Background: an optimization exercise with open tools, aiming at small area and a short achievable clock period. Do not read the settings as production practice.

==> trial 14: inputs <==
// whac_core
module whac_core (
    input  wire        clk,
    input  wire        rst,         
    input  wire        pause,
    input  wire        ps2_clk,
    input  wire        ps2_data,
    output wire [11:0] x_pos,
    output wire [11:0] y_pos,
    output wire        left_btn,
    output wire        right_btn,
    output wire [11:0] mole_up,
    output wire        is_start,
    output wire [3:0]  level,
    output wire [2:0]  live,
    output wire [15:0] score,
    output wire [5:0]  note,
    output wire        beep
);
export LEC_CHECK = 0
export CAP_MARGIN = 20
export CORE_MARGIN = 2
export CORE_UTILIZATION = 40
export SLEW_MARGIN = 20
create_clock -name core_clock -period 80.0 [get_ports {clk}]
standard.sh (not shown) runs the stock make flow with config.mk's settings and CLKGATE_MAP_FILE= SYNTH_SCRIPT=/design/flow/synth_recipe.tcl, a recipe that flattens the netlist after the stock synthesis.
==> flow/flow/run.sh <==
#!/bin/bash
set -euo pipefail
export BUFFER_PORTS_ARGS="-buffer_cell sky130_fd_sc_hd__buf_2"
bash standard.sh > standard.log 2>&1
==> trial 46: changes against trial 14 <==
--- a/flow/design.v
+++ b/flow/design.v
@@ -40,19 +40,33 @@
             ge = c;
         end
     endfunction
     reg rst_q;
     always @(posedge clk) rst_q <= rst;
+    function [10:0] db11;    
+        input [10:0] q;
+        db11 = {q[9:0], q[10] ^ q[8] ^ (q[9:0] == 10'd0)};
+    endfunction
+    function [7:0] db8;      
+        input [7:0] q;
+        db8 = {q[6:0], q[7] ^ q[5] ^ q[4] ^ q[3] ^ (q[6:0] == 7'd0)};
+    endfunction
+    function [3:0] db4;      
+        input [3:0] q;
+        db4 = {q[2:0], q[3] ^ q[2] ^ (q[2:0] == 3'd0)};
+    endfunction
+    localparam [10:0] DIV1 = 11'd1, DIV1023 = 11'd2032;
+    localparam [3:0] BC10 = 4'd11;
     reg [1:0] sync;
     reg [3:0] bc;           
     reg [1:0] cnt;          
     reg [9:0] sh;           
     reg [7:0] bx;           
     reg [1:0] bb;           
     reg       upd;          
     wire fall = sync[1] & ~sync[0];
-    wire last = bc[3] & bc[1];           
+    wire last = (bc == BC10);
     wire done = fall & last;
     always @(posedge clk) begin
         if (rst) sync <= 2'b11;
         else sync <= {sync[0], ps2_clk};
     end
@@ -60,11 +74,11 @@
         if (rst_q) begin
             bc <= 4'd0;
             cnt <= 2'd0;
         end else begin
             if (fall) begin
-                bc <= last ? 4'd0 : bc + 4'd1;
+                bc <= last ? 4'd0 : db4(bc);
                 if (last) cnt <= cnt[1] ? 2'd0 : cnt + 2'd1;
             end
         end
     end
     always @(posedge clk) begin
@@ -130,18 +144,24 @@
     assign wn[3] = (~w[4] & ~w[3] & ~w[2] & rnd[15]) | (~w[4] & ~w[3] & w[2] & ~rnd[15]) | (~w[4] & ~w[2] & ~w[1] & ~w[0] & ~rnd[2] & rnd[15]) | (w[2] & ~w[1] & ~w[0] & ~rnd[2] & ~rnd[15]) | (~w[3] & ~w[2] & ~w[1] & ~w[0] & ~rnd[2] & rnd[15]) | (w[4] & ~w[2] & rnd[2] & ~rnd[15]) | (w[4] & ~w[2] & w[0] & ~rnd[15]) | (w[4] & ~w[2] & w[1] & ~rnd[15]) | (w[4] & w[2] & ~w[1] & ~w[0] & rnd[2] & rnd[15]) | (w[3] & w[2] & rnd[2] & rnd[15]) | (w[3] & w[2] & w[1] & rnd[15]) | (w[3] & w[2] & w[0] & rnd[15]);
     assign wn[4] = (~w[4] & ~w[3] & w[2] & rnd[15]) | (~w[4] & w[3] & ~w[2] & ~w[1] & ~w[0] & ~rnd[2]) | (w[3] & ~w[2] & ~rnd[15]) | (w[4] & ~w[2] & w[0] & rnd[15]) | (w[4] & ~w[2] & w[1] & rnd[15]) | (w[3] & ~w[1] & ~w[0] & ~rnd[2] & ~rnd[15]) | (w[4] & w[2] & w[0] & ~rnd[15]) | (w[4] & w[2] & w[1] & ~rnd[15]) | (~w[3] & w[2] & ~w[1] & ~w[0] & rnd[15]) | (w[4] & w[2] & rnd[2] & ~rnd[15]) | (w[4] & ~w[3] & ~w[2] & rnd[2] & rnd[15]);
     wire [1:0] un;     
     assign un[0] = (u[1] & ~rnd[1] & ~rnd[15]) | (~u[1] & ~u[0] & rnd[1] & ~rnd[15]) | (u[1] & rnd[1] & rnd[15]) | (u[0] & ~rnd[1] & rnd[15]);
     assign un[1] = (~u[1] & ~u[0] & ~rnd[1] & rnd[15]) | (u[1] & rnd[1] & ~rnd[15]) | (u[0] & ~rnd[1] & ~rnd[15]) | (u[0] & rnd[1] & rnd[15]);
+    reg  [6:0] v_gap;
+    wire [7:0] gz = add({10'd0, v_gap, fb}, rnd[15] ? ~18'd61 : ~18'd25, 1'b1);    
+    wire [6:0] gn = gz[7] ? gz[6:0] + 7'd50 : ge({10'd0, gz}, 18'd75) ? gz[6:0] - 7'd50 :
+                    ge({10'd0, gz}, 18'd25) ? gz[6:0] : gz[6:0] + 7'd50;
     always @(posedge clk) begin
         if (rst_q) begin
             rnd <= 16'hACE1;
             w <= 5'd7;          
+            v_gap <= 7'd32;     
             u <= 2'd0;          
         end else begin
             rnd <= {rnd[14:0], fb};
             w <= wn;
+            v_gap <= gn;
             u <= un;
         end
     end
     reg        started;
     reg [13:0] sc;
@@ -179,19 +199,10 @@
     assign thr[11] = (lvl[2] & lvl[0]) | (lvl[2] & lvl[1]) | (lvl[3] & ~lvl[0]);
     assign thr[12] = (lvl[3] & lvl[0]);
     assign thr[13] = 1'b0;
     wire lvup = ge({4'd0, sc}, {4'd0, thr});
     wire [7:0] m200 = {w, rnd[2:0]};
-    wire [4:0] w4;          
-    assign w4[0] = (~w[3] & w[2] & w[1] & w[0]) | (w[3] & ~w[2]) | (w[3] & ~w[1] & ~w[0]) | (w[4] & w[1] & w[0]) | (w[4] & w[2]);
-    assign w4[1] = (~w[4] & w[2] & w[1] & w[0]) | (~w[4] & w[3]) | (w[4] & ~w[3] & ~w[2] & ~w[0]) | (w[4] & ~w[2] & ~w[1] & w[0]);
-    assign w4[2] = (~w[4] & ~w[3] & ~w[2] & w[0]) | (~w[4] & ~w[3] & ~w[1] & w[0]) | (w[3] & ~w[0]) | (w[4] & ~w[0]);
-    assign w4[3] = (~w[4] & ~w[3] & ~w[2] & w[1]) | (w[3] & ~w[2] & ~w[1] & w[0]) | (w[3] & w[2] & w[1] & w[0]) | (w[4] & ~w[3] & ~w[2] & ~w[1] & ~w[0]) | (w[4] & w[2] & ~w[1] & w[0]) | (~w[3] & w[2] & w[1] & ~w[0]) | (w[3] & ~w[2] & w[1] & ~w[0]);
-    assign w4[4] = (~w[4] & ~w[3] & w[2] & ~w[1]) | (~w[4] & ~w[3] & w[2] & ~w[0]) | (w[3] & ~w[2] & w[1] & w[0]) | (w[4] & ~w[2] & ~w[1] & w[0]) | (w[4] & w[3]) | (w[4] & ~w[2] & w[1] & ~w[0]) | (w[4] & w[2] & w[1] & w[0]) | (w[3] & w[2] & ~w[1] & ~w[0]);
-    wire [5:0] g1 = add({13'd0, w4}, {16'd0, rnd[2:1]}, 1'b0);
-    wire [4:0] g2 = ge({12'd0, g1}, 18'd25) ? g1[4:0] - 5'd25 : g1[4:0];
-    wire [6:0] v_gap = add({12'd0, g2, rnd[0]}, 18'd25, 1'b0);     
     wire [2:0] s = rnd[2:0];
     wire [1:0] a3, b3;
     wire [2:0] a5, b5, a6, b6, a7, b7;
     wire [3:0] a9, b9;
     assign a3[0] = (~w[4] & ~w[3] & ~w[2] & ~w[1] & ~w[0]) | (~w[4] & ~w[3] & ~w[2] & w[1] & w[0]) | (~w[4] & ~w[3] & w[2] & w[1] & ~w[0]) | (w[3] & ~w[2] & ~w[1] & w[0]) | (w[3] & w[2] & ~w[1] & ~w[0]) | (w[4] & w[3]) | (w[4] & ~w[2] & w[1] & ~w[0]) | (w[4] & w[2] & ~w[1] & w[0]) | (w[3] & w[2] & w[1] & w[0]);
@@ -239,26 +250,27 @@
         endcase
     end
     wire [4:0] ry = add({14'd0, ra}, {14'd0, rb_}, 1'b0);
     wire [4:0] rz = add({13'd0, ry}, ~{14'd0, lvl}, 1'b1);
     wire [3:0] vrem = ge({13'd0, ry}, {14'd0, lvl}) ? rz[3:0] : ry[3:0];
-    wire [8:0] v_app = add({10'd0, m200}, 18'd100, 1'b0);
-    wire [8:0] lq = add({9'd0, v_app}, ~{14'd0, vrem}, 1'b1);    
+    wire [6:0] k100 = 7'd100 - {3'd0, vrem};                      
+    wire [8:0] lq = add({10'd0, m200}, {11'd0, k100}, 1'b0);      
     reg [11:0] mole_a;      
     wire [3:0] hole = {u, rnd[1:0]};
+    wire clear_a = (frozen & rclk) | hitp | (timeout & mole_any);
     always @(*) begin
         mole_a = mole;
-        if ((frozen & rclk) | hitp | (timeout & mole_any)) mole_a = 12'd0;
+        if (clear_a) mole_a = 12'd0;
         else if (appear) mole_a = 12'd1 << hole;
     end
+    wire hit_h = |(inbox & mole);                     
+    wire [11:0] ibh = inbox >> hole;
+    wire hit_a = ~clear_a & (appear ? ibh[0] : hit_h);
     always @(posedge clk) begin
         if (rst_q) begin
             started <= 1'b0;
             sc <= 14'd0;
-            tl <= 8'd0;
-            rr <= 9'd0;
-            gdec <= 1'b0;
             mole <= 12'd0;
             lvl <= 4'd1;
             lives <= 3'd5;
         end else if (!started) begin
             if (mclk) started <= 1'b1;
@@ -266,53 +278,56 @@
             mole <= mole_a;
             if (frozen) begin
                 if (rclk) begin
                     started <= 1'b0;
                     sc <= 14'd0;
-                    tl <= 8'd0;
-                    rr <= 9'd0;
-                    gdec <= 1'b0;
                     lvl <= 4'd1;
                     lives <= 3'd5;
                 end
             end else begin
-                if (appear) begin
-                    tl <= 8'd0;
-                    rr <= lq;
-                    gdec <= 1'b0;
-                end else if (gapload) begin
-                    tl <= 8'd0;
-                    rr <= {2'b00, v_gap};
-                    gdec <= hitp & lvup;
-                end else if (tl != 8'd0) begin
-                    tl <= tl - 8'd1;
-                end else begin
-                    tl <= 8'hFF;
-                    rr <= add({9'd0, rr}, ~{14'd0, d}, 1'b1);
-                end
                 if (timeout & mole_any) lives <= lives - 3'd1;
                 if (hitp) begin
                     sc <= add({4'd0, sc}, {9'd0, rr}, 1'b0);
                     if (lvup) lvl <= lvl + 4'd1;
                 end
             end
         end
     end
     always @(posedge clk) begin
+        if (!started) begin
+            tl <= 8'd0;
+            rr <= 9'd0;
+            gdec <= 1'b0;
+        end else if (!pause & !frozen) begin
+            if (appear) begin
+                tl <= 8'd0;
+                rr <= lq;
+                gdec <= 1'b0;
+            end else if (gapload) begin
+                tl <= 8'd0;
+                rr <= {2'b00, v_gap};
+                gdec <= hitp & lvup;
+            end else begin
+                tl <= db8(tl);
+                if (tl == 8'd0) rr <= add({9'd0, rr}, ~{14'd0, d}, 1'b1);
+            end
+        end
+    end
+    always @(posedge clk) begin
         mclk <= lb;
         rclk <= rb;
-        hit <= lb & (act ? |(inbox & mole_a) : |(inbox & mole));
+        hit <= lb & (act ? hit_a : hit_h);
     end
     assign mole_up = mole;
     assign is_start = started;
     assign level = lvl;
     assign live = lives;
     assign score = {2'b00, sc};
-    reg [10:0] div;
+    reg [10:0] div;         
     reg        playing;
     reg [5:0]  p;
-    reg [7:0]  pt;
+    reg [7:0]  pt;          
     reg [5:0]  note_r;
     reg        pwin, plose;
     reg [2:0]  plive;
     reg [13:0] psc;
     wire [2:0]  m_lc;       
@@ -349,35 +364,35 @@
     assign per[12] = (note_r[2] & ~note_r[1] & note_r[0]) | (~note_r[4] & note_r[1] & ~note_r[0]) | (note_r[4] & ~note_r[2] & ~note_r[1]) | (~note_r[4] & ~note_r[3] & ~note_r[1]) | (note_r[3] & ~note_r[2] & ~note_r[0]);
     assign per[13] = (~note_r[4] & ~note_r[3] & ~note_r[1]) | (~note_r[4] & note_r[3] & note_r[2] & note_r[1]) | (note_r[3] & note_r[0]) | (note_r[5]) | (note_r[3] & ~note_r[2] & ~note_r[1]);
     assign per[14] = (note_r[3] & ~note_r[1] & ~note_r[0]) | (note_r[3] & ~note_r[2]) | (note_r[4] & note_r[3]) | (~note_r[4] & ~note_r[2] & note_r[0]);
     assign per[15] = (~note_r[4] & note_r[3]) | (note_r[4] & ~note_r[3]);
     assign per[16] = (~note_r[5] & ~note_r[4] & ~note_r[3]);
-    wire tick = (div == 11'h3FF);
+    wire tick = (div == DIV1023);
     wire ev_win = is_win & ~pwin;
     wire ev_lose = is_lose & ~plose;
     wire ev_score = ~ge({4'd0, psc}, {4'd0, sc});           
     wire ev_live = ~ge({15'd0, lives}, {15'd0, plive});     
     wire pt_hit;
     assign pt_hit = ((m_lc == 3'd0) & (pt == 8'd0)) |
-        ((m_lc == 3'd1) & (pt == 8'd20)) |
-        ((m_lc == 3'd2) & (pt == 8'd30)) |
-        ((m_lc == 3'd3) & (pt == 8'd50)) |
-        ((m_lc == 3'd4) & (pt == 8'd100)) |
-        ((m_lc == 3'd5) & (pt == 8'd110)) |
-        ((m_lc == 3'd6) & (pt == 8'd150)) |
-        ((m_lc == 3'd7) & (pt == 8'd200));
+        ((m_lc == 3'd1) & (pt == 8'd92)) |
+        ((m_lc == 3'd2) & (pt == 8'd50)) |
+        ((m_lc == 3'd3) & (pt == 8'd130)) |
+        ((m_lc == 3'd4) & (pt == 8'd136)) |
+        ((m_lc == 3'd5) & (pt == 8'd177)) |
+        ((m_lc == 3'd6) & (pt == 8'd169)) |
+        ((m_lc == 3'd7) & (pt == 8'd14));
     always @(posedge clk) begin
         if (rst_q) begin
-            div <= 11'd1;
+            div <= DIV1;
             playing <= 1'b0;
             note_r <= 6'd0;
             pwin <= 1'b0;
             plose <= 1'b0;
             plive <= 3'd5;
             psc <= 14'd0;
         end else begin
-            div <= div + 11'd1;
+            div <= db11(div);
             if (tick) begin
                 if (playing) begin
                     if (pt_hit) begin
                         if (m_end) begin
                             playing <= 1'b0;
@@ -401,11 +416,11 @@
             if (playing) begin
                 if (pt_hit) begin
                     pt <= 8'd0;
                     p <= p + 6'd1;
                 end else begin
-                    pt <= pt + 8'd1;
+                    pt <= db8(pt);
                 end
             end else begin
                 pt <= 8'd0;
                 if (ev_win) p <= B_WIN;
                 else if (ev_lose) p <= B_LOSE;
==> flow/config.mk (replaced) <==
export PLATFORM = sky130hd
export DESIGN_NAME = whac_core
export DESIGN_NICKNAME = whac_core
export VERILOG_FILES = /design/flow/design.v
export SDC_FILE = /design/flow/constraint.sdc
export NUM_CORES = 4
export LEC_CHECK = 0
export ABC_AREA = 1
export CAP_MARGIN = 20
export CORE_MARGIN = 2
export CORE_UTILIZATION = 60
export CTS_CLUSTER_DIAMETER = 150
export CTS_CLUSTER_SIZE = 25
export PLACE_DENSITY = 0.7
export SLEW_MARGIN = 20
==> qor.yml <==
status: "no timing/DRC/antenna violations"
yosysSeqAreaShare_pct: 33.2
peakVddDrop_uv: 20.1
slew-limit-headroom_pct: 43.5
clk_path_buf_depth: 3
area_growth_pct: 6.07
synth_fa_ha_area_share_pct: 14.1
-- figures above: trial 46

==> qor.yml <==
peakVddDrop_uv: 14.7
clk_path_buf_depth: 2
synth_fa_ha_area_share_pct: 14.5
area_growth_pct: 8.02
slew-limit-headroom_pct: 31.4
yosysSeqAreaShare_pct: 31.5
status: "no timing/DRC/antenna violations"
-- figures above: trial 14

No run of this note included a check of the RTL's function; only the layout flow was run.

afterwards: timing with drivers on the ports:
The flow's constraints put no driver on any port. The routed layouts listed below were extracted and timed again, unchanged, in two steps.
Step 1 (the two cells are an assumption about what drives the block):
set clk [get_ports {clk}]
set_driving_cell -lib_cell sky130_fd_sc_hd__clkbuf_16 $clk
set_driving_cell -lib_cell sky130_fd_sc_hd__buf_2 [delete_from_list [all_inputs] $clk]
Step 2 also shifts input and output timing later by t, the mid clock arrival at the registers, as if the neighbouring blocks saw the same clock.
Slacks: ideal / step 1 / step 2; pairs: ideal / step 1.
run | t, ns | slack for setup (ns) | worst setup path at the end | clock arrival spread, ns | cell pins on the clock port's net
trial 14 | 0.484 | 62.395 / 62.420 / 61.935 | input to register | 0.013 / 0.013 | 1
trial 46 | 0.517 | 62.625 / 62.578 / 62.197 | input to register | 0.032 / 0.032 | 1
After both steps setup and hold are still met in every run listed. For trial 14, which loses most, drivers alone change the setup slack by +0.025 ns; drivers and shift together by -0.460 ns.
